Background: an optimization exercise with open tools, aiming at small area, a short achievable clock period and few clock cycles. Do not read the settings as production practice.
In this exercise RTL edits were held to simulation tests only and were not proved equivalent to the original.
Power is estimated from default activity; no workload was simulated.

$ cat flow/config.mk
export PLATFORM = sky130hd
export DESIGN_NAME = kappa3_light_core
export DESIGN_NICKNAME = kappa3_light_core
export VERILOG_FILES = /design/flow/design.v
export SDC_FILE = /design/flow/constraint.sdc
export NUM_CORES = 8
export LEC_CHECK = 0
export CAP_MARGIN = 20
export CORE_MARGIN = 2
export CORE_UTILIZATION = 40
export SLEW_MARGIN = 20
$ cat flow/flow/run.sh
#!/bin/bash
# Layout flow: the standard synthesis (standard.sh synth, unchanged), then
# the standard ORFS steps (standard.sh) with two changes:
#  - the port buffers are buf_4 cells instead of the cell buffer_ports picks
#    by default (a slow delay cell on this platform);
#  - timing repair aims for a larger setup margin, on the worst endpoints only.
# make's output goes to flow_synth.log and flow_layout.log, each ORFS step's
# to orfs/logs/.
set -euo pipefail
cd "$(dirname "$0")/.."
bash standard.sh synth > flow_synth.log 2>&1
bash standard.sh "BUFFER_PORTS_ARGS=-buffer_cell sky130_fd_sc_hd__buf_4" \
     SETUP_SLACK_MARGIN=6.5 TNS_END_PERCENT=5 finish > flow_layout.log 2>&1
$ cat flow/design.v
module alu(input [31:0]  in1,
	   input [31:0]  in2,
	   input 	 cin,
	   input [4:0] 	 shamt,
	   input [8:0] 	 op,      
	   input 	 sra,     
	   input [31:0]  link,    
	   output [31:0] out,
	   output 	 eq,
	   output 	 lt,
	   output 	 ltu);
   wire [32:0] 	 sum = {1'b0, in1} + {1'b0, in2} + {32'h0, cin};
   assign eq = &(in1 ^ in2);
   assign ltu = ~sum[32];
   assign lt = (in1[31] ^ ~in2[31]) ? in1[31] : sum[31];
   wire [31:0] 	 shl = in1 << shamt;
   wire signed [32:0] sx = {sra & in1[31], in1};
   wire [32:0] 	 shr33 = sx >>> shamt;
   wire [31:0] 	 shr = shr33[31:0];
   assign out = ({32{op[0]}} & sum[31:0])
     | ({32{op[1]}} & shl)
     | {31'h0, op[2] & lt}
     | {31'h0, op[3] & ltu}
     | ({32{op[4]}} & (in1 ^ in2))
     | ({32{op[5]}} & shr)
     | ({32{op[6]}} & (in1 | in2))
     | ({32{op[7]}} & (in1 & in2))
     | ({32{op[8]}} & link);
endmodule  
module controller(input [31:0]  ir,
		  output 	is_ld,      
		  output 	is_st,      
		  output 	is_br,      
		  output 	is_jal,     
		  output 	is_jalr,    
		  output 	is_auipc,   
		  output 	use_rs1,    
		  output 	use_rs2,    
		  output 	wr_rd,      
		  output [31:0] imm_b_op,   
		  output [11:0] imm_agu,    
		  output [8:0] 	alu_op,     
		  output 	inv_b,      
		  output 	sra,        
		  output [5:0] 	mis,        
		  output [13:0] br_off,     
		  output 	pred);      
   wire [4:0] op = ir[6:2];
   wire [2:0] f3 = ir[14:12];
   wire       is_r     = (op == 5'b01100);
   wire       is_i     = (op == 5'b00100);
   wire       is_lui   = (op == 5'b01101);
   assign is_ld    = (op == 5'b00000);
   assign is_st    = (op == 5'b01000);
   assign is_br    = (op == 5'b11000);
   assign is_jal   = (op == 5'b11011);
   assign is_jalr  = (op == 5'b11001);
   assign is_auipc = (op == 5'b00101);
   assign use_rs1 = is_r | is_i | is_ld | is_st | is_br | is_jalr;
   assign use_rs2 = is_r | is_st | is_br;
   assign wr_rd = (is_r | is_i | is_lui | is_auipc | is_jal | is_jalr) & (ir[11:7] != 5'd0);
   wire [31:0] imm_i = {{20{ir[31]}}, ir[31:20]};
   wire [31:0] imm_u = {ir[31:12], 12'h0};
   assign imm_b_op = (is_lui | is_auipc) ? imm_u : imm_i;
   assign imm_agu = is_st ? {ir[31:25], ir[11:7]} : ir[31:20];
   wire       alu = is_r | is_i;
   wire       sub = is_r & ir[30] & (f3 == 3'b000);
   assign inv_b = sub | is_br | (alu & f3[2:1] == 2'b01);
   assign alu_op[0] = (alu & f3 == 3'b000) | is_lui | is_auipc;
   assign alu_op[1] = alu & f3 == 3'b001;
   assign alu_op[2] = alu & f3 == 3'b010;
   assign alu_op[3] = alu & f3 == 3'b011;
   assign alu_op[4] = alu & f3 == 3'b100;
   assign alu_op[5] = alu & f3 == 3'b101;
   assign alu_op[6] = alu & f3 == 3'b110;
   assign alu_op[7] = alu & f3 == 3'b111;
   assign alu_op[8] = is_jal | is_jalr;
   assign sra = ir[30];
   assign pred = is_jal | (is_br & ir[31]);
   wire       bt = is_br & ir[31];     
   wire       bn = is_br & ~ir[31];    
   assign mis[0] = (f3 == 3'b000 & bn) | (f3 == 3'b001 & bt);   
   assign mis[1] = (f3 == 3'b000 & bt) | (f3 == 3'b001 & bn);   
   assign mis[2] = (f3 == 3'b100 & bn) | (f3 == 3'b101 & bt);   
   assign mis[3] = (f3 == 3'b100 & bt) | (f3 == 3'b101 & bn);   
   assign mis[4] = (f3 == 3'b110 & bn) | (f3 == 3'b111 & bt);   
   assign mis[5] = (f3 == 3'b110 & bt) | (f3 == 3'b111 & bn);   
   wire [13:0] off_b = {{4{ir[31]}}, ir[7], ir[30:25], ir[11:9]};
   wire [13:0] off_j = {ir[15:12], ir[20], ir[30:22]};
   assign br_off = ir[2] ? off_j : off_b;
endmodule  
module reg32(input             clock,
	     input 	       reset,
	     input [31:0]      in,
	     input 	       ld,
	     output reg [31:0] out);
   always @ ( posedge clock or negedge reset )
     if ( !reset )
       out <= 32'h0;
     else if ( ld )
       out <= in;
endmodule  
module regfile(input         clock,
	       input [4:0]   rs1_addr,
	       input [4:0]   rs2_addr,
	       input [4:0]   rd_addr,
	       input [31:0]  in,
	       input 	     ld,
	       output [31:0] rs1_out,
	       output [31:0] rs2_out);
   reg [31:0] regs [1:31];
   genvar i;
   generate
      for (i = 1; i < 32; i = i + 1) begin : g_reg
	 always @ ( posedge clock )
	   if ( ld && rd_addr == i )
	     regs[i] <= in;
      end
   endgenerate
   reg [31:0] r1, r2;
   integer j;
   always @ ( * ) begin
      r1 = 32'h0;
      r2 = 32'h0;
      for (j = 1; j < 32; j = j + 1) begin
	 r1 = r1 | ({32{rs1_addr == j}} & regs[j]);
	 r2 = r2 | ({32{rs2_addr == j}} & regs[j]);
      end
   end
   assign rs1_out = r1;
   assign rs2_out = r2;
endmodule  
module ldconv(input [31:0]  in,
	      input [2:0]   f3,
	      input [1:0]   offset,
	      output [31:0] out);
   wire [7:0]  byte_v = offset[1] ? (offset[0] ? in[31:24] : in[23:16])
			          : (offset[0] ? in[15:8] : in[7:0]);
   wire [15:0] half = offset[1] ? in[31:16] : in[15:0];
   wire        bsign = byte_v[7] & ~f3[2];
   wire        hsign = half[15] & ~f3[2];
   assign out = f3[1] ? in :
		f3[0] ? {{16{hsign}}, half} :
		{{24{bsign}}, byte_v};
endmodule  
module stconv(input [31:0]  in,
	      input [1:0]   f3,
	      output [31:0] out);
   assign out = f3[1] ? in : f3[0] ? {2{in[15:0]}} : {4{in[7:0]}};
endmodule  
module stbits(input [1:0]  f3,
	      input [1:0]  offset,
	      output [3:0] bits);
   assign bits = f3[1] ? 4'b1111 :
		 f3[0] ? (offset[1] ? 4'b1100 : 4'b0011) :
		 (4'b0001 << offset);
endmodule  
module kappa3_light_core(input         clock,
			 input 	       reset,
			 output [31:0] mem_addr,
			 output        mem_read,
			 output        mem_write,
			 output [31:0] mem_wrdata,
			 output [3:0]  mem_wrbits,
			 input [31:0]  mem_rddata);
   reg 		init;           
   reg [4:0] 	clr;            
   reg 		m_ld, m_st;     
   reg [15:2] 	fpc;            
   reg 		e_valid;        
   reg [31:0] 	e_a, e_b;
   reg [11:0] 	e_imm;
   reg [8:0] 	e_op;
   reg 		e_cin;
   reg [4:0] 	e_shamt;
   reg 		e_sra;
   reg [5:0] 	e_mis;
   reg [2:0] 	e_f3;
   reg [4:0] 	e_rd, e_rs1, e_rs2;
   reg 		e_wr, e_ld, e_st, e_jalr;
   reg [15:2] 	e_altpc;
   reg [16:0] 	maddr;
   reg 		mread;
   reg [31:0] 	wdata;
   reg [3:0] 	wbits;
   reg [2:0] 	m_f3;
   reg [4:0] 	m_rd;
   wire 	m_cyc = m_ld | m_st;
   wire 	fd_go = ~init & ~m_cyc;
   wire 	e_go = e_valid & fd_go;
   wire [31:0] 	ir = mem_rddata;
   wire 	is_ld, is_st, is_br, is_jal, is_jalr, is_auipc;
   wire 	use_rs1, use_rs2, wr_rd, sra, pred;
   wire [31:0] 	imm_b_op;
   wire [11:0] 	imm_agu;
   wire [8:0] 	alu_op;
   wire 	inv_b;
   wire [5:0] 	mis;
   wire [13:0] 	br_off;
   controller controller_inst(.ir(ir),
			      .is_ld(is_ld), .is_st(is_st), .is_br(is_br),
			      .is_jal(is_jal), .is_jalr(is_jalr), .is_auipc(is_auipc),
			      .use_rs1(use_rs1), .use_rs2(use_rs2), .wr_rd(wr_rd),
			      .imm_b_op(imm_b_op), .imm_agu(imm_agu),
			      .alu_op(alu_op), .inv_b(inv_b), .sra(sra), .mis(mis),
			      .br_off(br_off), .pred(pred));
   wire [4:0] 	rs1_addr = ir[19:15];
   wire [4:0] 	rs2_addr = ir[24:20];
   wire [31:0] 	rf_rs1, rf_rs2;
   wire [4:0] 	rf_waddr;
   wire [31:0] 	rf_wdata;
   wire 	rf_we;
   regfile regfile_inst(.clock(clock),
			.rs1_addr(rs1_addr), .rs2_addr(rs2_addr),
			.rd_addr(rf_waddr), .in(rf_wdata), .ld(rf_we),
			.rs1_out(rf_rs1), .rs2_out(rf_rs2));
   wire [31:0] 	e_result;
   wire 	eq, lt, ltu;
   alu alu_inst(.in1(e_a), .in2(e_b), .cin(e_cin), .shamt(e_shamt), .op(e_op), .sra(e_sra),
		.link({16'h0, e_altpc, 2'b00}),
		.out(e_result), .eq(eq), .lt(lt), .ltu(ltu));
   wire [16:0] 	agu = e_a[16:0] + {{5{e_imm[11]}}, e_imm};
   wire 	mispredict = e_go & ((e_mis[0] & eq) | (e_mis[1] & ~eq) |
				     (e_mis[2] & lt) | (e_mis[3] & ~lt) |
				     (e_mis[4] & ltu) | (e_mis[5] & ~ltu));
   wire 	jump_reg = e_go & e_jalr;
   wire 	fwd_ok = e_go & e_wr;
   wire [31:0] 	op1 = (fwd_ok && e_rd == rs1_addr) ? e_result : rf_rs1;
   wire [31:0] 	op2 = (fwd_ok && e_rd == rs2_addr) ? e_result : rf_rs2;
   wire [15:2] 	fpc_inc = fpc + 14'd1;
   wire [15:2] 	fpc_tgt = fpc + br_off;
   wire [31:0] 	ld_data;
   ldconv ldconv_inst(.in(mem_rddata), .f3(m_f3), .offset(maddr[1:0]), .out(ld_data));
   wire 	ld_wr = m_ld & (m_rd != 5'd0);
   assign rf_we = init | ld_wr | (e_go & e_wr);
   assign rf_waddr = init ? clr : m_ld ? m_rd : e_rd;
   assign rf_wdata = m_ld ? ld_data : init ? 32'h0 : e_result;
   wire 	m_next_ld = e_go & e_ld;
   wire 	m_next_st = e_go & e_st;
   wire [15:2] 	fpc_seq = jump_reg ? agu[15:2] :
		fd_go ? (pred ? fpc_tgt : fpc_inc) : fpc;
   wire [16:0] 	maddr_seq = (m_next_ld | m_next_st) ? agu : {1'b0, fpc_seq, 2'b00};
   wire [15:2] 	fpc_next = mispredict ? e_altpc : fpc_seq;
   wire [16:0] 	maddr_next = mispredict ? {1'b0, e_altpc, 2'b00} : maddr_seq;
   wire [31:0] 	st_data;
   wire [3:0] 	st_bits;
   stconv stconv_inst(.in(e_b), .f3(e_f3[1:0]), .out(st_data));
   stbits stbits_inst(.f3(e_f3[1:0]), .offset(agu[1:0]), .bits(st_bits));
   always @ ( posedge clock or negedge reset )
     if ( !reset ) begin
	init <= 1'b1;
	clr <= 5'd31;
	m_ld <= 1'b0;
	m_st <= 1'b0;
	mread <= 1'b0;
	maddr <= 17'h0;
	fpc <= 14'h0;
	e_valid <= 1'b0;
     end
     else begin
	if ( init ) begin
	   clr <= clr - 5'd1;
	   if ( clr == 5'd1 )
	     init <= 1'b0;
	end
	m_ld <= m_next_ld;
	m_st <= m_next_st;
	mread <= ~m_next_st & (~init | clr == 5'd1);
	fpc <= fpc_next;
	maddr <= maddr_next;
	if ( fd_go )
	  e_valid <= ~(mispredict | jump_reg);
     end
   always @ ( posedge clock ) begin
      if ( fd_go ) begin
	 e_a <= use_rs1 ? op1 : is_auipc ? {16'h0, fpc, 2'b00} : 32'h0;
	 e_b <= use_rs2 ? (inv_b ? ~op2 : op2) : (inv_b ? ~imm_b_op : imm_b_op);
	 e_shamt <= use_rs2 ? op2[4:0] : imm_b_op[4:0];
	 e_cin <= inv_b;
	 e_imm <= imm_agu;
	 e_op <= alu_op;
	 e_sra <= sra;
	 e_mis <= mis;
	 e_f3 <= ir[14:12];
	 e_rd <= ir[11:7];
	 e_rs1 <= use_rs1 ? rs1_addr : 5'd0;
	 e_rs2 <= use_rs2 ? rs2_addr : 5'd0;
	 e_wr <= wr_rd;
	 e_ld <= is_ld;
	 e_st <= is_st;
	 e_jalr <= is_jalr;
	 e_altpc <= (is_br & ~ir[31]) ? fpc_tgt : fpc_inc;
      end
      else if ( ld_wr ) begin
	 if ( e_rs1 == m_rd )
	   e_a <= ld_data;
	 if ( e_rs2 == m_rd ) begin
	    e_b <= e_cin ? ~ld_data : ld_data;
	    e_shamt <= ld_data[4:0];
	 end
      end
      if ( e_go ) begin
	 wdata <= st_data;
	 wbits <= st_bits;
	 m_f3 <= e_f3;
	 m_rd <= e_rd;
      end
   end
   assign mem_addr = {15'h0, maddr};
   assign mem_read = mread;
   assign mem_write = m_st;
   assign mem_wrdata = wdata;
   assign mem_wrbits = wbits;
endmodule  
$ cat flow/standard.sh
#!/bin/bash
# synth_recipe.tcl (not shown) runs the flow's synth.tcl, then flattens the netlist and writes it again
# the make line also repeats each setting of config.mk as NAME=value (left out here)
make -C /OpenROAD-flow-scripts/flow DESIGN_CONFIG=/design/flow/config.mk WORK_HOME=/design/flow/orfs CLKGATE_MAP_FILE= SYNTH_SCRIPT=/design/flow/synth_recipe.tcl "${@:-finish}"
$ cat flow/constraint.sdc
create_clock -name core_clock -period 10.0 [get_ports {clock}]
set_input_delay 2.0000 -clock core_clock [delete_from_list [all_inputs] [get_ports {clock}]]
set_output_delay 2.0000 -clock core_clock [all_outputs]
set_load 0.01 [all_outputs]
==> results of run 1 <==
==> cell usage in the layout, fill, tap and decap left out, types with 81 or more instances in the layout <==
cell type	netlist	layout
xnor2_1	88	88
inv_1	104	99
buf_4	19	415
o21ai_0	217	173
nand2_1	507	495
nor2_4	0	96
a21oi_1	207	185
nand4_1	88	88
a22oi_1	879	862
clkbuf_16	0	153
buf_12	1	87
nand3_1	103	99
nor2_1	318	213
ha_1	96	81
edfxtp_1	1169	1169
==> metal layers <==
| layer | up-vias | track usage | part of all wire |
|---|---|---|---|
| met5 | - | 0.00726 | 0.0030 |
| li1 | 21409 | - | - |
| met1 | 27371 | 0.459 | 0.33 |
| met2 | 6454 | 0.535 | 0.40 |
| met4 | 31 | 0.250 | 0.098 |
| met3 | 2081 | 0.169 | 0.17 |
==> final cells by class <==
class	count	area, sq um	share of cell area
clock inverter	89	1160	0.0151
tap	2044	2560	0.0333
clock buffer	146	3330	0.0434
timing repair buffer	626	6910	0.0899
inverter	105	424	0.00552
timing repair inverter	1	11.3	0.000146
antenna	13	32.5	0.000423
sequential	1210	36100	0.470
multi-input combinational	3491	26300	0.342
==> state kept, by name (all words and copies together) (netlist names), 6 cells and up <==
signal and flops:
regfile_inst.regs 992, e_a 32, e_b 32, wdata 32
maddr 17, e_altpc 14, fpc 14, e_imm 12
e_op 9, e_mis 6
==> stage by stage <==
| step | worst slack (ps) | instances | total power [W] | instance area [sq um] |
|---|---|---|---|---|
| 2_1_floorplan | 5300 | 5205 | 0.0141 | 62200 |
| 3_3_place_gp | 3970 | 7122 | 0.0178 | 66000 |
| 3_5_place_dp | 4020 | 7124 | 0.0180 | 66000 |
| 4_1_cts | 5630 | 7482 | 0.0238 | 72400 |
| 5_1_grt | 5410 | 7712 | 0.0255 | 76800 |
| 6_report | 5500 | 7725 | 0.0249 | 76900 |
==> power breakdown <==
part	leakage, nW	total (W)	switching, W	internal (W)
Sequential	11.1	0.00854	0.000629	0.00791
Clock	2.16	0.00513	0.00223	0.00290
Combinational	13.3	0.0112	0.00736	0.00388
Total	26.6	0.0249	0.0102	0.0147
==> worst paths after layout <==
check	from	to	slack, ps	cells after the start
max in group asynchronous	reset	m_st	8390	1
max	e_b[4]	maddr[13]	5500	20
min reg2reg	e_f3[2]	m_f3[2]	430	0
max reg2reg	e_b[4]	maddr[13]	5500	20
min in group asynchronous	reset	maddr[2]	1220	1
min	e_f3[2]	m_f3[2]	430	0
==> kinds of logic (layout without fill, tap and decap cells) <==
family,after synthesis,after routing,synth area share
compound gates,1706,1709,0.195
xor+xnor,126,126,0.0178
fa+ha+maj,101,101,0.0210
buf+inv,507,967,0.0329
flops,1210,1210,0.583
mux,215,215,0.0523
other cells,1,28,0.0000605
simple gates,1325,1325,0.0977
==> timing repair <==
item,CTS,global route
resized for setup,177,468
pin swaps,55,127
setup buffers,118,204
cloned,5,26
setup endpoints to repair,2137,2139
endpoints found under the hold margin,0,0
==> Yosys cell counts, drive strengths merged, types with 31 or more instances <==
master / n / area, sq um
edfxtp: 1169 / 35100
a22oi: 879 / 6600
nand2: 507 / 1900
nor2: 318 / 1190
clkbuf: 290 / 1090
o21ai: 231 / 1160
a21oi: 207 / 1040
buf: 112 / 557
inv: 105 / 394
nand3: 103 / 515
ha: 96 / 1200
nor3: 96 / 480
nand4: 88 / 551
xnor2: 88 / 771
mux4: 78 / 1780
mux2: 73 / 822
a222oi: 67 / 671
mux2i: 64 / 641
a221oi: 46 / 409
xor2: 38 / 333
nor4: 37 / 231
dfrtp: 35 / 876
and3: 31 / 195
==> flow_summary.json, run 1 <==
{
  "cts_hold_buffers": 0,
  "grt_pass1_wl_mm": 414,
  "whs_ps": 431,
  "die_w_um": 398,
  "nFillCells": 13260,
  "gr-total-overflow": 0,
  "row_count": 144,
  "slew_headroom": 0.191,
  "p_leak_nw": 26.6,
  "hold_path.class": "flop to flop",
  "maxCapViolations": 0,
  "vdd.ir_drop.worst_mv": 0.219,
  "pin_count": 104,
  "dieHeight_um": 398,
  "fp.dieArea_sq_um": 158000,
  "grt_pass1_vias": 51242,
  "antenna_found_initial": 13,
  "synth_area_sq_um": 61900,
  "cp-start-kind": "flop",
  "place_hpwl_mm": 178,
  "critPathMaxStageDelay_ps": 430,
  "syn2layout_area_growth_pct": 24.1,
  "drc_errors": 0,
  "via_count": 57346,
  "ys_ff_latch": 1210,
  "start_util": 0.403,
  "fin_util": 0.500,
  "track_usage": 0.376,
  "crit_family": "compound AO/OA/AOI/OAI gates",
  "p_per_area_nw_per_um2": 324,
  "fin_skew_ps": 59.3,
  "crit_path_end_kind": "flop",
  "core_area_sq_um": 154000,
  "worst_ep_required_time_ps": 10660,
  "crit_top_cell": "o211ai_1",
  "cts.path.max_buffers": 3,
  "cp_max_fo": 8,
  "clk_latency_ps": 820,
  "root_buffer": "clkbuf_16",
  "drive_gt1_frac": 0.236,
  "outcome": "no timing/DRC/antenna violations",
  "synth_ff_type": "edfxtp_1",
  "fmax_ghz": 0.222,
  "cts_buffers": 130,
  "port_buffers": 88,
  "critPathArrivalTime_ps": 5160,
  "cp_slowest_cell": "fa_2",
  "vias_per_cell": 7.42,
  "critical_path_class": "flop to flop",
  "htree_levels": 4,
  "drt_wl_total_mm": 319,
  "synth.distinct_cells": 87,
  "async_reset_ff_frac": 0.0339,
  "hold_viol_final": 0,
  "layout.nets": 5700,
  "fin_setup_tns_ps": 0,
  "clk_pin_slew_ps": 70,
  "period_needed_ps": 4500,
  "crit_chain": "buf_6 > buf_8 > ha_4 > o211ai_1 > o211ai_1 > a32oi_2 > a211oi_4 > o311a_1 > or2_4 > a21oi_2 > o21ai_1 > nand3_1 > nand2_2 > fa_2 > buf_4 > mux2i_2 > nand2_1 > o21a_4 > buf_12 > mux2_2",
  "first_iter_violations": 13723,
  "wire_per_inst_um": 41.3,
  "grt_max_degree": 68,
  "maxSlewViolCount": 0,
  "tightest_slew_ps": 1210,
  "routabilityCongestion": 1.00,
  "yosysWarnings": 3,
  "finalCritPeriodShare": 0.450,
  "antenna_left": 0,
  "ys_seq_area_frac": 0.583,
  "syn-instance-count": 5191,
  "finalSetupViolations": 0,
  "crit_buf_inv": 4,
  "rsz0062_at_grt": "true",
  "dr.pass1.iters": 31,
  "cts.sinks": 1210,
  "synth_edf_count": 1169,
  "cts_tree": "built",
  "syn_avg_cell_area_sq_um": 11.9
}
Testbench counts, summed over its fixed seeds: cycles 656,146.
==> run 2, diff against run 1 <==
--- a/flow/design.v
+++ b/flow/design.v
@@ -10,13 +10,14 @@
 	   output 	 lt,
 	   output 	 ltu);
-   wire [32:0] 	 sum = {1'b0, in1} + {1'b0, in2} + {32'h0, cin};
+   wire [33:0] 	 sum2;
+   adder34 add_inst(.a({1'b0, in1, 1'b1}), .b({1'b0, in2, cin}), .s(sum2));
+   wire [31:0] 	 sum = sum2[32:1];
+   wire 	 cout = sum2[33];
    assign eq = &(in1 ^ in2);
-   assign ltu = ~sum[32];
+   assign ltu = ~cout;
    assign lt = (in1[31] ^ ~in2[31]) ? in1[31] : sum[31];
-   wire [31:0] 	 shl = in1 << shamt;
-   wire signed [32:0] sx = {sra & in1[31], in1};
-   wire [32:0] 	 shr33 = sx >>> shamt;
-   wire [31:0] 	 shr = shr33[31:0];
-   assign out = ({32{op[0]}} & sum[31:0])
+   wire [31:0] 	 shl, shr;
+   shifter shift_inst(.in(in1), .shamt(shamt), .sra(sra), .shl(shl), .shr(shr));
+   assign out = ({32{op[0]}} & sum)
      | ({32{op[1]}} & shl)
      | {31'h0, op[2] & lt}
@@ -28,4 +29,19 @@
      | ({32{op[8]}} & link);
 endmodule  
+module adder34(input [33:0]  a,
+	       input [33:0]  b,
+	       output [33:0] s);
+   assign s = a + b;
+endmodule  
+module shifter(input [31:0]  in,
+	       input [4:0]   shamt,
+	       input 	     sra,
+	       output [31:0] shl,
+	       output [31:0] shr);
+   wire signed [32:0] sx = {sra & in[31], in};
+   wire [32:0] 	      r = sx >>> shamt;
+   assign shl = in << shamt;
+   assign shr = r[31:0];
+endmodule  
 module controller(input [31:0]  ir,
 		  output 	is_ld,      
@@ -107,28 +123,79 @@
 	       input [31:0]  in,
 	       input 	     ld,
-	       output [31:0] rs1_out,
-	       output [31:0] rs2_out);
-   reg [31:0] regs [1:31];
-   genvar i;
+	       output [31:0] rs1_out_n,
+	       output [31:0] rs2_out_n);
+   wire [32*32-1:0]  q;
+   wire [31:1] 	     we, sel1, sel2;
+   decode5 wdec(.a(rd_addr), .en(ld), .y(we));
+   decode5 r1dec(.a(rs1_addr), .en(1'b1), .y(sel1));
+   decode5 r2dec(.a(rs2_addr), .en(1'b1), .y(sel2));
+   genvar i, b;
    generate
       for (i = 1; i < 32; i = i + 1) begin : g_reg
-	 always @ ( posedge clock )
-	   if ( ld && rd_addr == i )
-	     regs[i] <= in;
+	 reg32e r(.clock(clock), .ld(we[i]), .in(in), .out(q[32*i +: 32]));
+      end
+      for (b = 0; b < 32; b = b + 1) begin : g_rd
+	 wire [31:1] d;
+	 for (i = 1; i < 32; i = i + 1) begin : g_d
+	    assign d[i] = q[32*i + b];
+	 end
+	 rdmux31 m1(.d(d), .s(sel1), .y_n(rs1_out_n[b]));
+	 rdmux31 m2(.d(d), .s(sel2), .y_n(rs2_out_n[b]));
+      end
+   endgenerate
+endmodule  
+module reg32e(input             clock,
+	      input 		ld,
+	      input [31:0] 	in,
+	      output reg [31:0] out);
+   always @ ( posedge clock )
+     if ( ld )
+       out <= in;
+endmodule  
+module decode5(input [4:0]   a,
+	       input 	     en,
+	       output [31:1] y);
+   wire [3:0] lo = {a[1] & a[0], a[1] & ~a[0], ~a[1] & a[0], ~a[1] & ~a[0]};
+   wire [7:0] hi = {8{en}} & (8'h01 << a[4:2]);
+   genvar i;
+   generate
+      for (i = 1; i < 32; i = i + 1) begin : g_y
+	 assign y[i] = hi[i / 4] & lo[i % 4];
       end
    endgenerate
-   reg [31:0] r1, r2;
-   integer j;
-   always @ ( * ) begin
-      r1 = 32'h0;
-      r2 = 32'h0;
-      for (j = 1; j < 32; j = j + 1) begin
-	 r1 = r1 | ({32{rs1_addr == j}} & regs[j]);
-	 r2 = r2 | ({32{rs2_addr == j}} & regs[j]);
+endmodule  
+module rdmux31(input [31:1] d,
+	       input [31:1] s,
+	       output 	    y_n);
+   wire [10:0] t;
+   genvar k;
+   generate
+      for (k = 0; k < 10; k = k + 1) begin : g_t
+	 aoi222 g(.a0(s[3*k+1]), .b0(d[3*k+1]), .a1(s[3*k+2]), .b1(d[3*k+2]),
+		  .a2(s[3*k+3]), .b2(d[3*k+3]), .y(t[k]));
       end
-   end
-   assign rs1_out = r1;
-   assign rs2_out = r2;
+   endgenerate
+   nand2g g10(.a(s[31]), .b(d[31]), .y(t[10]));
+   wire [2:0] u;
+   nand4g g11(.a(t[0]), .b(t[1]), .c(t[2]), .d(t[3]), .y(u[0]));
+   nand4g g12(.a(t[4]), .b(t[5]), .c(t[6]), .d(t[7]), .y(u[1]));
+   nand3g g13(.a(t[8]), .b(t[9]), .c(t[10]), .y(u[2]));
+   nor3g g14(.a(u[0]), .b(u[1]), .c(u[2]), .y(y_n));
 endmodule  
+module aoi222(input a0, b0, a1, b1, a2, b2, output y);
+   assign y = ~((a0 & b0) | (a1 & b1) | (a2 & b2));
+endmodule
+module nand2g(input a, b, output y);
+   assign y = ~(a & b);
+endmodule
+module nand3g(input a, b, c, output y);
+   assign y = ~(a & b & c);
+endmodule
+module nand4g(input a, b, c, d, output y);
+   assign y = ~(a & b & c & d);
+endmodule
+module nor3g(input a, b, c, output y);
+   assign y = ~(a | b | c);
+endmodule
 module ldconv(input [31:0]  in,
 	      input [2:0]   f3,
@@ -207,5 +274,5 @@
    wire [4:0] 	rs1_addr = ir[19:15];
    wire [4:0] 	rs2_addr = ir[24:20];
-   wire [31:0] 	rf_rs1, rf_rs2;
+   wire [31:0] 	rf_rs1_n, rf_rs2_n;
    wire [4:0] 	rf_waddr;
    wire [31:0] 	rf_wdata;
@@ -214,5 +281,7 @@
 			.rs1_addr(rs1_addr), .rs2_addr(rs2_addr),
 			.rd_addr(rf_waddr), .in(rf_wdata), .ld(rf_we),
-			.rs1_out(rf_rs1), .rs2_out(rf_rs2));
+			.rs1_out_n(rf_rs1_n), .rs2_out_n(rf_rs2_n));
+   wire [31:0] 	rf_rs1 = ~rf_rs1_n;
+   wire [31:0] 	rf_rs2 = ~rf_rs2_n;
    wire [31:0] 	e_result;
    wire 	eq, lt, ltu;
@@ -220,5 +289,6 @@
 		.link({16'h0, e_altpc, 2'b00}),
 		.out(e_result), .eq(eq), .lt(lt), .ltu(ltu));
-   wire [16:0] 	agu = e_a[16:0] + {{5{e_imm[11]}}, e_imm};
+   wire [16:0] 	agu;
+   add17 agu_inst(.a(e_a[16:0]), .b({{5{e_imm[11]}}, e_imm}), .s(agu));
    wire 	mispredict = e_go & ((e_mis[0] & eq) | (e_mis[1] & ~eq) |
 				     (e_mis[2] & lt) | (e_mis[3] & ~lt) |
@@ -229,5 +299,6 @@
    wire [31:0] 	op2 = (fwd_ok && e_rd == rs2_addr) ? e_result : rf_rs2;
    wire [15:2] 	fpc_inc = fpc + 14'd1;
-   wire [15:2] 	fpc_tgt = fpc + br_off;
+   wire [15:2] 	fpc_tgt;
+   add14 tgt_inst(.a(fpc), .b(br_off), .s(fpc_tgt));
    wire [31:0] 	ld_data;
    ldconv ldconv_inst(.in(mem_rddata), .f3(m_f3), .offset(maddr[1:0]), .out(ld_data));
@@ -253,6 +324,4 @@
 	m_ld <= 1'b0;
 	m_st <= 1'b0;
-	mread <= 1'b0;
-	maddr <= 17'h0;
 	fpc <= 14'h0;
 	e_valid <= 1'b0;
@@ -266,11 +335,13 @@
 	m_ld <= m_next_ld;
 	m_st <= m_next_st;
-	mread <= ~m_next_st & (~init | clr == 5'd1);
 	fpc <= fpc_next;
-	maddr <= maddr_next;
 	if ( fd_go )
 	  e_valid <= ~(mispredict | jump_reg);
      end
    always @ ( posedge clock ) begin
+      mread <= ~m_next_st & (~init | clr == 5'd1);
+      maddr <= maddr_next;
+   end
+   always @ ( posedge clock ) begin
       if ( fd_go ) begin
 	 e_a <= use_rs1 ? op1 : is_auipc ? {16'h0, fpc, 2'b00} : 32'h0;
@@ -313,2 +384,12 @@
    assign mem_wrbits = wbits;
 endmodule  
+module add14(input [13:0]  a,
+	     input [13:0]  b,
+	     output [13:0] s);
+   assign s = a + b;
+endmodule  
+module add17(input [16:0]  a,
+	     input [16:0]  b,
+	     output [16:0] s);
+   assign s = a + b;
+endmodule  
--- a/flow/config.mk
+++ b/flow/config.mk
@@ -9,3 +9,7 @@
 export CORE_MARGIN = 2
 export CORE_UTILIZATION = 40
+export CTS_BUF_LIST = sky130_fd_sc_hd__clkbuf_16
+export CTS_CLUSTER_DIAMETER = 80
+export CTS_CLUSTER_SIZE = 24
 export SLEW_MARGIN = 20
+export SYNTH_HIERARCHICAL = 1
==> run 2 against run 1 <==
Net effect: still clean; final area is 3.5% lower; combinational power rose by 9.8%; setup slack gained 260 ps; global-route usage decreased by 4.6 points; area after synthesis increased by 1.3%; critical path type is now input pin to flop.
==> flow_summary.json, run 2 <==
{
  "pin_count": 104,
  "hold_viol_final": 0,
  "dr.pass1.iters": 14,
  "cts.sinks": 1211,
  "track_usage": 0.331,
  "root_buffer": "clkbuf_16",
  "via_count": 53521,
  "finalSetupViolations": 0,
  "fp.dieArea_sq_um": 160000,
  "outcome": "no timing/DRC/antenna violations",
  "holdPathStages": 0,
  "cp-start-kind": "input pin",
  "p_per_area_nw_per_um2": 319,
  "syn-instance-count": 4722,
  "worst_ep_required_time_ps": 10450,
  "port_buffers": 88,
  "largest_register": "regfile_inst.g.r.out",
  "grt_max_degree": 84,
  "clk_pin_slew_ps": 100,
  "place_ws_ps": 4450,
  "fin_util": 0.476,
  "cts_buffers": 69,
  "maxCapViolations": 0,
  "core_area_sq_um": 156000,
  "maxSlewViolCount": 0,
  "routabilityCongestion": 0.999,
  "drc_errors": 0,
  "tightest_slew_ps": 1040,
  "drt_wl_total_mm": 281,
  "syn_avg_cell_area_sq_um": 13.3,
  "p_leak_nw": 25.0,
  "grt_pass1_wl_mm": 375,
  "clk_latency_ps": 750,
  "fin_skew_ps": 51.1,
  "htree_levels": 3,
  "place_hpwl_mm": 161,
  "syn2layout_area_growth_pct": 18.3,
  "cts.path.max_buffers": 3,
  "gr-total-overflow": 0,
  "final_cell_mix": "edfxtp_1 (1170), a222oi_1 (649), buf_4 (420), nand2_1 (297), nand4_1 (166)",
  "cts_hold_buffers": 0,
  "antenna_left": 0,
  "drive_gt1_frac": 0.220,
  "fmax_ghz": 0.236,
  "start_util": 0.402,
  "hold_path.class": "flop to flop",
  "dieHeight_um": 400,
  "mostFrequentLayoutCell": "edfxtp_1",
  "cp_max_fo": 32,
  "rsz0062_at_grt": "true",
  "layout.nets": 5342,
  "fin_setup_tns_ps": 0,
  "critical_path_class": "input pin to flop",
  "finalCritPeriodShare": 0.423,
  "first_iter_violations": 12262,
  "antenna_found_initial": 12,
  "period_needed_ps": 4230,
  "cts_tree": "built",
  "crit_path_end_kind": "flop",
  "vdd.ir_drop.worst_mv": 0.236,
  "slew_headroom": 0.309,
  "grt_pass1_vias": 48577,
  "layout_setup_ws_ps": 5770,
  "reg2reg_depth": 13,
  "wire_per_inst_um": 38.6,
  "synth_area_sq_um": 62700,
  "yosysWarnings": 8,
  "largest_register_ffs": 992,
  "vias_per_cell": 7.36,
  "row_count": 145,
  "die_w_um": 400,
  "critPathArrivalTime_ps": 4690
}
[run 2: critical path, cell delays in order]
cell and delay, ps:
buf_16 130, or2_4 200, buf_4 140, nor2_4 40
buf_12 180, a222oi_1 560, nand4_1 540, nor3_2 440
xor2_1 190, a221o_1 160, o21ai_1 50
[run 2: cell type report]
class	instances	area, sq um
Antenna cell	3	7.51
Clock buffer	71	1780
Clock inverter	37	410
Fill cell	13562	81800
Inverter	136	528
Multi-Input combinational cell	3188	26800
Sequential cell	1211	36100
Tap cell	2058	2570
Timing Repair Buffer	570	6030
[run 2: worst paths after layout]
| check | startpoint | end | slack (ps) |
|---|---|---|---|
| setup / recovery | mem_rddata[22] | e_b[24] | 5770 |
| hold / removal | e_f3[2] | m_f3[2] | 440 |
| setup reg to reg | e_a[20] | e_b[4] | 5840 |
| hold reg to reg | e_f3[2] | m_f3[2] | 440 |
| max in group asynchronous | reset | clr[4] | 8480 |
| min in group asynchronous | reset | fpc[10] | 1150 |
[run 2: power by group]
part	internal [W]	switching [W]	total [W]
sequential	0.00753	0.000585	0.00812
clock	0.00136	0.00182	0.00318
combinational	0.00438	0.00796	0.0123
[run 2: what timing repair did]
item                                     CTS  global route
gates cloned                              26            20
endpoints found under the setup margin  2092          2090
gates resized for setup                  241           126
pin swaps                                114            93
buffers inserted                         184           104
[run 2: routing by layer]
metal	routed length, um	global-route usage	part of all wire
met1	93400	0.410	0.33
met2	118000	0.491	0.42
met3	42700	0.0995	0.15
met4	26200	0.237	0.093
met5	52	0.00121	0.00019
[run 2: through the flow]
step | cells | instance area [sq um] | hold WS (ps) | total power [W]
2_1_floorplan | 4770 | 63500 | 400 | 0.0144
3_3_place_gp | 6826 | 66800 | 403 | 0.0183
3_5_place_dp | 6829 | 66900 | 410 | 0.0184
4_1_cts | 7147 | 72300 | 433 | 0.0228
5_1_grt | 7271 | 74200 | 446 | 0.0242
6_report | 7274 | 74200 | 436 | 0.0236
Testbench counts of run 2, summed over its fixed seeds: cycles 656,146.
==> run 3, diff against run 2 <==
--- a/flow/design.v
+++ b/flow/design.v
@@ -5,4 +5,5 @@
 	   input [8:0] 	 op,      
 	   input 	 sra,     
+	   input 	 left,    
 	   input [31:0]  link,    
 	   output [31:0] out,
@@ -18,5 +19,5 @@
    assign lt = (in1[31] ^ ~in2[31]) ? in1[31] : sum[31];
    wire [31:0] 	 shl, shr;
-   shifter shift_inst(.in(in1), .shamt(shamt), .sra(sra), .shl(shl), .shr(shr));
+   shifter shift_inst(.in(in1), .shamt(shamt), .sra(sra), .left(left), .shl(shl), .shr(shr));
    assign out = ({32{op[0]}} & sum)
      | ({32{op[1]}} & shl)
@@ -37,10 +38,33 @@
 	       input [4:0]   shamt,
 	       input 	     sra,
+	       input 	     left,
 	       output [31:0] shl,
 	       output [31:0] shr);
-   wire signed [32:0] sx = {sra & in[31], in};
-   wire [32:0] 	      r = sx >>> shamt;
-   assign shl = in << shamt;
-   assign shr = r[31:0];
+   wire [31:0] x [0:5];
+   wire        sfill = sra & in[31];    
+   genvar i, k;
+   generate
+      for (i = 0; i < 32; i = i + 1) begin : g_in
+	 mux2ig m(.a0(in[i]), .a1(in[31 - i]), .s(left), .y(x[0][i]));
+      end
+      for (k = 0; k < 5; k = k + 1) begin : g_lvl
+	 wire fill = ((k % 2) == 0) ? ~sfill : sfill;
+	 for (i = 0; i < 32; i = i + 1) begin : g_bit
+	    if (i + (1 << k) < 32) begin : g_m
+	       mux2ig m(.a0(x[k][i]), .a1(x[k][i + (1 << k)]), .s(shamt[k]), .y(x[k+1][i]));
+	    end
+	    else begin : g_f
+	       mux2ig m(.a0(x[k][i]), .a1(fill), .s(shamt[k]), .y(x[k+1][i]));
+	    end
+	 end
+      end
+      for (i = 0; i < 32; i = i + 1) begin : g_out
+	 assign shr[i] = x[5][i];
+	 assign shl[i] = x[5][31 - i];
+      end
+   endgenerate
+endmodule  
+module mux2ig(input a0, a1, s, output y);
+   assign y = ~(s ? a1 : a0);
 endmodule  
 module controller(input [31:0]  ir,
@@ -92,5 +116,5 @@
    assign alu_op[7] = alu & f3 == 3'b111;
    assign alu_op[8] = is_jal | is_jalr;
-   assign sra = ir[30];
+   assign sra = ir[30] & f3[2];
    assign pred = is_jal | (is_br & ir[31]);
    wire       bt = is_br & ir[31];     
@@ -123,6 +147,6 @@
 	       input [31:0]  in,
 	       input 	     ld,
-	       output [31:0] rs1_out_n,
-	       output [31:0] rs2_out_n);
+	       output [31:0] rs1_out,
+	       output [31:0] rs2_out);
    wire [32*32-1:0]  q;
    wire [31:1] 	     we, sel1, sel2;
@@ -140,6 +164,6 @@
 	    assign d[i] = q[32*i + b];
 	 end
-	 rdmux31 m1(.d(d), .s(sel1), .y_n(rs1_out_n[b]));
-	 rdmux31 m2(.d(d), .s(sel2), .y_n(rs2_out_n[b]));
+	 rdmux31 m1(.d(d), .s(sel1), .y(rs1_out[b]));
+	 rdmux31 m2(.d(d), .s(sel2), .y(rs2_out[b]));
       end
    endgenerate
@@ -167,5 +191,5 @@
 module rdmux31(input [31:1] d,
 	       input [31:1] s,
-	       output 	    y_n);
+	       output 	    y);
    wire [10:0] t;
    genvar k;
@@ -177,9 +201,17 @@
    endgenerate
    nand2g g10(.a(s[31]), .b(d[31]), .y(t[10]));
-   wire [2:0] u;
-   nand4g g11(.a(t[0]), .b(t[1]), .c(t[2]), .d(t[3]), .y(u[0]));
-   nand4g g12(.a(t[4]), .b(t[5]), .c(t[6]), .d(t[7]), .y(u[1]));
-   nand3g g13(.a(t[8]), .b(t[9]), .c(t[10]), .y(u[2]));
-   nor3g g14(.a(u[0]), .b(u[1]), .c(u[2]), .y(y_n));
+   wire [5:0] u;    
+   wire [2:0] v;    
+   genvar j;
+   generate
+      for (j = 0; j < 5; j = j + 1) begin : g_u
+	 nand2g g(.a(t[2*j]), .b(t[2*j+1]), .y(u[j]));
+      end
+   endgenerate
+   inv1g g15(.a(t[10]), .y(u[5]));
+   nor2g g16(.a(u[0]), .b(u[1]), .y(v[0]));
+   nor2g g17(.a(u[2]), .b(u[3]), .y(v[1]));
+   nor2g g18(.a(u[4]), .b(u[5]), .y(v[2]));
+   nand3g g19(.a(v[0]), .b(v[1]), .c(v[2]), .y(y));
 endmodule  
 module aoi222(input a0, b0, a1, b1, a2, b2, output y);
@@ -195,4 +227,10 @@
    assign y = ~(a & b & c & d);
 endmodule
+module nor2g(input a, b, output y);
+   assign y = ~(a | b);
+endmodule
+module inv1g(input a, output y);
+   assign y = ~a;
+endmodule
 module nor3g(input a, b, c, output y);
    assign y = ~(a | b | c);
@@ -241,5 +279,5 @@
    reg 		e_cin;
    reg [4:0] 	e_shamt;
-   reg 		e_sra;
+   reg 		e_sra, e_left;
    reg [5:0] 	e_mis;
    reg [2:0] 	e_f3;
@@ -247,4 +285,9 @@
    reg 		e_wr, e_ld, e_st, e_jalr;
    reg [15:2] 	e_altpc;
+   reg 		e_fa;           
+   reg 		e_fbt, e_fbn;   
+   reg [31:0] 	r_q;            
+   reg [4:0] 	w_rd;
+   reg 		w_valid;        
    reg [16:0] 	maddr;
    reg 		mread;
@@ -274,5 +317,5 @@
    wire [4:0] 	rs1_addr = ir[19:15];
    wire [4:0] 	rs2_addr = ir[24:20];
-   wire [31:0] 	rf_rs1_n, rf_rs2_n;
+   wire [31:0] 	rf_rs1, rf_rs2;
    wire [4:0] 	rf_waddr;
    wire [31:0] 	rf_wdata;
@@ -281,21 +324,25 @@
 			.rs1_addr(rs1_addr), .rs2_addr(rs2_addr),
 			.rd_addr(rf_waddr), .in(rf_wdata), .ld(rf_we),
-			.rs1_out_n(rf_rs1_n), .rs2_out_n(rf_rs2_n));
-   wire [31:0] 	rf_rs1 = ~rf_rs1_n;
-   wire [31:0] 	rf_rs2 = ~rf_rs2_n;
+			.rs1_out(rf_rs1), .rs2_out(rf_rs2));
    wire [31:0] 	e_result;
    wire 	eq, lt, ltu;
-   alu alu_inst(.in1(e_a), .in2(e_b), .cin(e_cin), .shamt(e_shamt), .op(e_op), .sra(e_sra),
+   wire [31:0] 	a_in = e_fa ? r_q : e_a;
+   wire [31:0] 	b_in = ({32{e_fbt}} & r_q) | ({32{e_fbn}} & ~r_q) |
+		({32{~(e_fbt | e_fbn)}} & e_b);
+   wire [4:0] 	sh_in = (e_fbt | e_fbn) ? r_q[4:0] : e_shamt;
+   alu alu_inst(.in1(a_in), .in2(b_in), .cin(e_cin), .shamt(sh_in), .op(e_op), .sra(e_sra), .left(e_left),
 		.link({16'h0, e_altpc, 2'b00}),
 		.out(e_result), .eq(eq), .lt(lt), .ltu(ltu));
    wire [16:0] 	agu;
-   add17 agu_inst(.a(e_a[16:0]), .b({{5{e_imm[11]}}, e_imm}), .s(agu));
+   add17 agu_inst(.a(a_in[16:0]), .b({{5{e_imm[11]}}, e_imm}), .s(agu));
    wire 	mispredict = e_go & ((e_mis[0] & eq) | (e_mis[1] & ~eq) |
 				     (e_mis[2] & lt) | (e_mis[3] & ~lt) |
 				     (e_mis[4] & ltu) | (e_mis[5] & ~ltu));
    wire 	jump_reg = e_go & e_jalr;
+   wire 	wbf1 = w_valid & (w_rd == rs1_addr);
+   wire 	wbf2 = w_valid & (w_rd == rs2_addr);
    wire 	fwd_ok = e_go & e_wr;
-   wire [31:0] 	op1 = (fwd_ok && e_rd == rs1_addr) ? e_result : rf_rs1;
-   wire [31:0] 	op2 = (fwd_ok && e_rd == rs2_addr) ? e_result : rf_rs2;
+   wire 	fa = fwd_ok & use_rs1 & (e_rd == rs1_addr);
+   wire 	fb = fwd_ok & use_rs2 & (e_rd == rs2_addr);
    wire [15:2] 	fpc_inc = fpc + 14'd1;
    wire [15:2] 	fpc_tgt;
@@ -304,17 +351,26 @@
    ldconv ldconv_inst(.in(mem_rddata), .f3(m_f3), .offset(maddr[1:0]), .out(ld_data));
    wire 	ld_wr = m_ld & (m_rd != 5'd0);
-   assign rf_we = init | ld_wr | (e_go & e_wr);
-   assign rf_waddr = init ? clr : m_ld ? m_rd : e_rd;
-   assign rf_wdata = m_ld ? ld_data : init ? 32'h0 : e_result;
+   assign rf_we = init | ld_wr | w_valid;
+   assign rf_waddr = init ? clr : m_ld ? m_rd : w_rd;
+   assign rf_wdata = m_ld ? ld_data : init ? 32'h0 : r_q;
    wire 	m_next_ld = e_go & e_ld;
    wire 	m_next_st = e_go & e_st;
-   wire [15:2] 	fpc_seq = jump_reg ? agu[15:2] :
-		fd_go ? (pred ? fpc_tgt : fpc_inc) : fpc;
-   wire [16:0] 	maddr_seq = (m_next_ld | m_next_st) ? agu : {1'b0, fpc_seq, 2'b00};
+   wire 	s_jr = jump_reg;
+   wire 	s_hold = ~jump_reg & ~fd_go;
+   wire 	s_tgt = ~jump_reg & fd_go & pred;
+   wire 	s_inc = ~jump_reg & fd_go & ~pred;
+   wire [15:2] 	fpc_seq = ({14{s_jr}} & agu[15:2]) | ({14{s_hold}} & fpc) |
+		({14{s_tgt}} & fpc_tgt) | ({14{s_inc}} & fpc_inc);
+   wire 	m_next = m_next_ld | m_next_st;
+   wire 	a_agu = m_next | jump_reg;
+   wire [16:0] 	maddr_seq = ({17{a_agu}} & agu) |
+		({17{~m_next & s_hold}} & {1'b0, fpc, 2'b00}) |
+		({17{~m_next & s_tgt}} & {1'b0, fpc_tgt, 2'b00}) |
+		({17{~m_next & s_inc}} & {1'b0, fpc_inc, 2'b00});
    wire [15:2] 	fpc_next = mispredict ? e_altpc : fpc_seq;
    wire [16:0] 	maddr_next = mispredict ? {1'b0, e_altpc, 2'b00} : maddr_seq;
    wire [31:0] 	st_data;
    wire [3:0] 	st_bits;
-   stconv stconv_inst(.in(e_b), .f3(e_f3[1:0]), .out(st_data));
+   stconv stconv_inst(.in(b_in), .f3(e_f3[1:0]), .out(st_data));
    stbits stbits_inst(.f3(e_f3[1:0]), .offset(agu[1:0]), .bits(st_bits));
    always @ ( posedge clock or negedge reset )
@@ -344,12 +400,37 @@
    end
    always @ ( posedge clock ) begin
+      r_q <= e_result;
+      w_rd <= e_rd;
+      w_valid <= e_go & e_wr;
+   end
+   wire 	fix_a = ~fd_go & ld_wr & (e_rs1 == m_rd);
+   wire 	fix_b = ~fd_go & ld_wr & (e_rs2 == m_rd);
+   wire 	sa_rf = fd_go & use_rs1 & ~wbf1;
+   wire [31:0] 	a_other = fd_go ? (use_rs1 ? r_q : (is_auipc ? {16'h0, fpc, 2'b00} : 32'h0)) : ld_data;
+   wire [31:0] 	a_next = sa_rf ? rf_rs1 : a_other;
+   wire 	sb_rf = fd_go & use_rs2 & ~wbf2;
+   wire 	sb_rft = sb_rf & ~inv_b;
+   wire 	sb_rfn = sb_rf & inv_b;
+   wire [31:0] 	b_oth0 = fd_go ? (use_rs2 ? r_q : imm_b_op) : ld_data;
+   wire 	b_oth_inv = fd_go ? inv_b : e_cin;
+   wire [31:0] 	b_other = b_oth0 ^ {32{b_oth_inv}};
+   wire [31:0] 	b_next = ({32{sb_rft}} & rf_rs2) | ({32{sb_rfn}} & ~rf_rs2) |
+		({32{~sb_rf}} & b_other);
+   wire [4:0] 	sh_next = sb_rf ? rf_rs2[4:0] : b_oth0[4:0];
+   always @ ( posedge clock ) begin
+      if ( fd_go | fix_a )
+	e_a <= a_next;
+      if ( fd_go | fix_b ) begin
+	 e_b <= b_next;
+	 e_shamt <= sh_next;
+      end
+   end
+   always @ ( posedge clock ) begin
       if ( fd_go ) begin
-	 e_a <= use_rs1 ? op1 : is_auipc ? {16'h0, fpc, 2'b00} : 32'h0;
-	 e_b <= use_rs2 ? (inv_b ? ~op2 : op2) : (inv_b ? ~imm_b_op : imm_b_op);
-	 e_shamt <= use_rs2 ? op2[4:0] : imm_b_op[4:0];
 	 e_cin <= inv_b;
 	 e_imm <= imm_agu;
 	 e_op <= alu_op;
 	 e_sra <= sra;
+	 e_left <= alu_op[1];
 	 e_mis <= mis;
 	 e_f3 <= ir[14:12];
@@ -362,12 +443,7 @@
 	 e_jalr <= is_jalr;
 	 e_altpc <= (is_br & ~ir[31]) ? fpc_tgt : fpc_inc;
-      end
-      else if ( ld_wr ) begin
-	 if ( e_rs1 == m_rd )
-	   e_a <= ld_data;
-	 if ( e_rs2 == m_rd ) begin
-	    e_b <= e_cin ? ~ld_data : ld_data;
-	    e_shamt <= ld_data[4:0];
-	 end
+	 e_fa <= fa;
+	 e_fbt <= fb & ~inv_b;
+	 e_fbn <= fb & inv_b;
       end
       if ( e_go ) begin
--- a/flow/flow/run.sh
+++ b/flow/flow/run.sh
@@ -11,3 +11,3 @@
 bash standard.sh synth > flow_synth.log 2>&1
 bash standard.sh "BUFFER_PORTS_ARGS=-buffer_cell sky130_fd_sc_hd__buf_4" \
-     SETUP_SLACK_MARGIN=6.5 TNS_END_PERCENT=5 finish > flow_layout.log 2>&1
+     SETUP_SLACK_MARGIN=6.0 TNS_END_PERCENT=5 finish > flow_layout.log 2>&1
--- a/flow/config.mk
+++ b/flow/config.mk
@@ -6,10 +6,10 @@
 export NUM_CORES = 8
 export LEC_CHECK = 0
-export CAP_MARGIN = 20
+export CAP_MARGIN = 25
 export CORE_MARGIN = 2
-export CORE_UTILIZATION = 40
+export CORE_UTILIZATION = 50
 export CTS_BUF_LIST = sky130_fd_sc_hd__clkbuf_16
 export CTS_CLUSTER_DIAMETER = 80
 export CTS_CLUSTER_SIZE = 24
-export SLEW_MARGIN = 20
+export SLEW_MARGIN = 25
 export SYNTH_HIERARCHICAL = 1
==> run 3 against run 2 <==
Net effect: critical endpoint is now e_b[11]; clock power is 6.3% higher; clock-buffer cell count is 4 higher; largest power group unchanged; synthesized cell count is 5.4% higher; hold slack worse by 2.4 ps; via count is 5.4% lower.
==> flow_summary.json, run 3 <==
{
  "grt_max_degree": 79,
  "finalSetupViolations": 0,
  "yosysWarnings": 9,
  "via_count": 50650,
  "htree_levels": 3,
  "p_per_area_nw_per_um2": 301,
  "dieHeight_um": 359,
  "clk_pin_slew_ps": 100,
  "seqPwrFrac": 0.341,
  "maxSlewViolCount": 0,
  "final_cell_mix": "edfxtp_1 (1172), a222oi_1 (650), nand2_1 (584), buf_4 (351), nor2_1 (291)",
  "syn2layout_area_growth_pct": 13.5,
  "power.internal_w": 0.0125,
  "largest_register": "regfile_inst.g.r.out",
  "grt_util_met2": 0.597,
  "layout.nets": 5438,
  "cts.path.max_buffers": 3,
  "clk_latency_ps": 740,
  "drc_errors": 0,
  "port_buffers": 88,
  "fmax_ghz": 0.221,
  "cp_max_fo": 31,
  "start_util": 0.502,
  "busiest_layer": "met2",
  "slew_headroom": 0.282,
  "crit_family": "simple AND/OR/NAND/NOR gates",
  "grt_pass1_wl_mm": 353,
  "critical_path_class": "input pin to flop",
  "syn_avg_cell_area_sq_um": 12.6,
  "dp_cells": 6709,
  "first_iter_violations": 10398,
  "hold_path.class": "flop to flop",
  "cts_buffers": 74,
  "largest_register_ffs": 992,
  "syn-instance-count": 4976,
  "fin_skew_ps": 44.4,
  "cts.sinks": 1252,
  "vdd.ir_drop.worst_mv": 0.186,
  "place_hpwl_mm": 159,
  "p_clk_frac": 0.157,
  "routabilityCongestion": 0.968,
  "combPwrFrac": 0.501,
  "root_buffer": "clkbuf_16",
  "crit_buf_inv": 2,
  "period_needed_ps": 4520,
  "crit_chain": "buf_4 > nand4bb_2 > nor2_2 > buf_4 > a222oi_1 > nand2_1 > nor2_1 > nand3_1 > xnor2_1 > o21ai_0",
  "met3_usage": 0.0871,
  "final_cells": 6970,
  "use_met1": 0.482,
  "switching_share": 0.419,
  "track_usage": 0.388,
  "cts_hold_buffers": 0,
  "dr.pass1.iters": 13,
  "cp_slowest_cell": "nor2_1",
  "finalCritPeriodShare": 0.452,
  "hold_viol_final": 0,
  "drive_gt1_frac": 0.188,
  "grt_pass1_vias": 47391,
  "mostFrequentLayoutCell": "edfxtp_1",
  "die_w_um": 359,
  "tightest_slew_ps": 1070,
  "crit_top_cell": "buf_4",
  "worst_ep_required_time_ps": 10440,
  "synth_area_sq_um": 62900,
  "wire_per_inst_um": 36.8,
  "pin_count": 104,
  "antenna_left": 0,
  "core_area_sq_um": 125000,
  "cts_tree": "built",
  "p_leak_nw": 26.4,
  "maxCapViolations": 0,
  "fp.dieArea_sq_um": 129000,
  "nFillCells": 10344,
  "row_count": 130,
  "rsz0062_at_grt": "true",
  "crit_path_end_kind": "flop",
  "outcome": "no timing/DRC/antenna violations",
  "critPathMaxStageDelay_ps": 690,
  "cp-start-kind": "input pin",
  "gr-total-overflow": 0,
  "whs_ps": 434,
  "critPathArrivalTime_ps": 4960,
  "vias_per_cell": 7.27,
  "antenna_found_initial": 9,
  "drt_wl_total_mm": 256,
  "fin_setup_tns_ps": 0,
  "power.switching_w": 0.00900
}
==> run 3: area by class of cell <==
type                    count  area, sq um  area share
flip-flops and latches   1252        36900       0.517
multi-input cells        3387        26200       0.366
repair buffers            391         3270      0.0457
well taps                1650         2060      0.0289
clock buffers              75         1880      0.0263
inverters                 164          629     0.00881
clock inverters            40          455     0.00638
diodes                      9         22.5    0.000315
repair inverters            2         15.0    0.000210
==> run 3: timing repair <==
| action | 4_1_cts | 5_1_grt |
|---|---|---|
| pin swaps | 44 | 63 |
| hold endpoints to repair | 0 | 0 |
| gates cloned | 7 | 0 |
| endpoints found under the setup margin | 129 | 165 |
| gates resized for setup | 225 | 106 |
| buffers inserted | 87 | 41 |
==> run 3: metal layers <==
| metal | wire length [um] | up-vias | share of wire |
|---|---|---|---|
| li1 | - | 20861 | - |
| met1 | 89400 | 25115 | 0.35 |
| met2 | 114000 | 3836 | 0.45 |
| met3 | 30600 | 836 | 0.12 |
| met4 | 22200 | 2 | 0.087 |
| met5 | 38 | - | 0.00015 |
==> run 3: path summary, 6_finish.rpt <==
check / slack, ps / from / cells past startpoint / endpoint
max: 5480 / mem_rddata[20] / 10 / e_b[11]
min: 430 / e_f3[2] / 0 / m_f3[2]
max reg2reg: 5680 / e_fbn / 20 / maddr[6]
min reg2reg: 430 / e_f3[2] / 0 / m_f3[2]
max in group asynchronous: 8470 / reset / 1 / fpc[8]
min in group asynchronous: 1210 / reset / 1 / m_ld
==> run 3: power by group through the flow <==
stage | Combinational [W] | Sequential [W] | Clock (W)
final | 0.0108 | 0.00733 | 0.00338
after global routing | 0.0113 | 0.00738 | 0.00357
after CTS | 0.00998 | 0.00729 | 0.00340
after detailed placement | 0.00878 | 0.00739 | 0
after global placement | 0.00880 | 0.00737 | 0
after floorplan | 0.00614 | 0.00717 | 0
==> run 3: stage by stage <==
step / utilization / cell area (sq um) / setup slack (ps) / power (W)
after global placement: 0.530 / 66400 / 2910 / 0.0162
after global routing: 0.570 / 71400 / 5610 / 0.0222
final: 0.570 / 71400 / 5480 / 0.0215
after detailed placement: 0.530 / 66400 / 2750 / 0.0162
after floorplan: - / 63300 / 5760 / 0.0133
after CTS: 0.563 / 70500 / 5770 / 0.0207
Testbench counts of run 3, summed over its fixed seeds: cycles 656,146.
==> run 4, diff against run 3 <==
--- a/flow/flow/run.sh
+++ b/flow/flow/run.sh
@@ -11,3 +11,3 @@
 bash standard.sh synth > flow_synth.log 2>&1
 bash standard.sh "BUFFER_PORTS_ARGS=-buffer_cell sky130_fd_sc_hd__buf_4" \
-     SETUP_SLACK_MARGIN=6.0 TNS_END_PERCENT=5 finish > flow_layout.log 2>&1
+     SETUP_SLACK_MARGIN=6.5 TNS_END_PERCENT=5 finish > flow_layout.log 2>&1
--- a/flow/config.mk
+++ b/flow/config.mk
@@ -8,5 +8,5 @@
 export CAP_MARGIN = 25
 export CORE_MARGIN = 2
-export CORE_UTILIZATION = 50
+export CORE_UTILIZATION = 40
 export CTS_BUF_LIST = sky130_fd_sc_hd__clkbuf_16
 export CTS_CLUSTER_DIAMETER = 80
==> run 4 against run 3 <==
Net effect: still clean; largest cell class unchanged; total power grew 1.9%; first-iteration DRC count grew 9.8%; synthesized cell count is the same; setup slack gained 160 ps; hold slack gained 2.4 ps; critical endpoint is now fpc[9]; maximum frequency grew 3.7%.
==> flow_summary.json, run 4 <==
{
  "cp-start-kind": "flop",
  "hold_viol_final": 0,
  "hold_path.class": "flop to flop",
  "slew_headroom": 0.257,
  "pin_count": 104,
  "layout.nets": 5463,
  "port_buffers": 88,
  "drive_gt1_frac": 0.195,
  "clk_latency_ps": 740,
  "synth_area_sq_um": 62900,
  "wire_per_inst_um": 36.2,
  "finalSetupViolations": 0,
  "vdd.ir_drop.worst_mv": 0.229,
  "largest_register_ffs": 992,
  "final_cell_area_sq_um": 73800,
  "drc_errors": 0,
  "routabilityCongestion": 0.962,
  "cts.path.max_buffers": 3,
  "maxSlewViolCount": 0,
  "antenna_found_initial": 16,
  "track_usage": 0.321,
  "place_ws_ps": 3610,
  "root_buffer": "clkbuf_16",
  "mostFrequentLayoutCell": "edfxtp_1",
  "cts_tree": "built",
  "grt_max_degree": 83,
  "critical_path_class": "flop to flop",
  "clk_pin_slew_ps": 90,
  "fp.dieArea_sq_um": 160000,
  "final_cell_mix": "edfxtp_1 (1172), a222oi_1 (650), nand2_1 (579), nor2_1 (297), buf_4 (276)",
  "largest_register": "regfile_inst.g.r.out",
  "cts.sinks": 1252,
  "drt_wl_total_mm": 268,
  "cp_max_fo": 11,
  "yosysWarnings": 9,
  "p_leak_nw": 27.0,
  "grt_pass1_vias": 47623,
  "syn2layout_area_growth_pct": 17.3,
  "dieHeight_um": 401,
  "via_count": 51730,
  "crit_path_end_kind": "flop",
  "p_per_area_nw_per_um2": 297,
  "whs_ps": 436,
  "syn-instance-count": 4976,
  "tightest_slew_ps": 1100,
  "htree_levels": 3,
  "gr-total-overflow": 0,
  "nFillCells": 13658,
  "die_w_um": 401,
  "place_hpwl_mm": 159,
  "row_count": 145,
  "maxCapViolations": 0,
  "vias_per_cell": 6.99,
  "core_area_sq_um": 156000,
  "place_area_sq_um": 67100,
  "dr.pass1.iters": 14,
  "cts_buffers": 79,
  "layout_setup_ws_ps": 5640,
  "grt_pass1_wl_mm": 368,
  "finalCritPeriodShare": 0.436,
  "start_util": 0.403,
  "period_needed_ps": 4360,
  "fin_skew_ps": 52.0,
  "worst_ep_required_time_ps": 10610,
  "antenna_left": 0,
  "syn_avg_cell_area_sq_um": 12.6,
  "fmax_ghz": 0.229,
  "fin_setup_tns_ps": 0,
  "outcome": "no timing/DRC/antenna violations",
  "rsz0062_at_grt": "true",
  "first_iter_violations": 11418,
  "critPathArrivalTime_ps": 4970
}
run 4: worst paths after layout:
kind,slack [ps],cells past startpoint,to,from
worst min register to register,440,0,m_f3[2],e_f3[2]
worst max register to register,5640,21,fpc[9],e_fbn
max in group asynchronous,8460,1,clr[4],reset
worst min-delay path,440,0,m_f3[2],e_f3[2]
worst max-delay path,5640,21,fpc[9],e_fbn
min in group asynchronous,1190,1,fpc[13],reset
run 4: power breakdown:
part / switching [W] / total [W] / internal, W
Clock: 0.00195 / 0.00356 / 0.00161
Combinational: 0.00666 / 0.0109 / 0.00425
Sequential: 0.000680 / 0.00741 / 0.00673
run 4: layer usage:
metal / track usage / vias to the layer above / wire length, um
met2: 0.467 / 4275 / 112000
met4: 0.198 / 10 / 20800
met5: 0 / - / 59
met1: 0.419 / 25706 / 95600
met3: 0.0953 / 769 / 39700
li1: - / 20970 / -
run 4: what timing repair did:
item	4_1_cts	5_1_grt
hold buffers	0	0
setup endpoints to repair	861	909
pin swaps	141	24
setup buffers	115	19
gates cloned	35	1
gates resized for setup	442	62
run 4: area by class of cell:
cell class                 count  area (sq um)  area share
antenna                        3          7.51    0.000102
tap                         2058          2570      0.0349
clock inverter                45           513     0.00695
timing repair buffer         395          4210      0.0571
clock buffer                  82          2050      0.0278
inverter                     164           637     0.00863
sequential                  1252         36900       0.500
multi-input combinational   3405         26900       0.364
run 4: worst max-delay path, cell delays in order (launching register included):
cell and delay (ps):
edfxtp_1 440, buf_12 160, clkinvlp_4 100, buf_4 120, buf_6 110, a21oi_1 70, a21oi_2 320, ha_4 270
nand4_1 170, nor2b_1 70, or4b_4 570, a31oi_4 190, o21ai_2 70, a21oi_2 180, xnor2_2 140, inv_2 100
mux2i_2 260, nand3_4 200, nand2_8 150, buf_12 140, nand2_1 70, o32a_1 350
run 4: per-stage QoR:
step | instances | total power, W | util
after CTS | 7381 | 0.0211 | 0.469
final | 7404 | 0.0219 | 0.473
after global routing | 7401 | 0.0226 | 0.472
after global placement | 7103 | 0.0163 | 0.430
after floorplan | 5024 | 0.0133 | -
after detailed placement | 7104 | 0.0163 | 0.430

[re-timing with driven ports]
Ports are ideal in the flow. The routed layouts listed here were re-timed in OpenROAD. Step 1: set_driving_cell puts a clkbuf_16 on clock and a buf_2 on each other input, an assumption about the parent block. Step 2, shift: input delay + t, output delay - t, t = (earliest + latest rising clock arrival at the registers) / 2. This alone moves slack from input paths to output paths. a / b / c = no drivers / after step 1 / after step 2; a / b = the first two.
run	t, ns	slack for setup (ns)	worst data-port slew with drivers (ns)
run 1	0.873	5.502 / 5.502 / 4.752	0.17
run 2	0.806	5.766 / 5.724 / 4.917	0.28
run 3	0.790	5.480 / 5.529 / 4.739	0.09
run 4	0.794	5.640 / 5.640 / 4.855	0.15
After both steps every run listed still meets setup and hold. The setup slack of run 2, which loses most, moves by -0.042 ns with the drivers and by -0.849 ns with both steps.
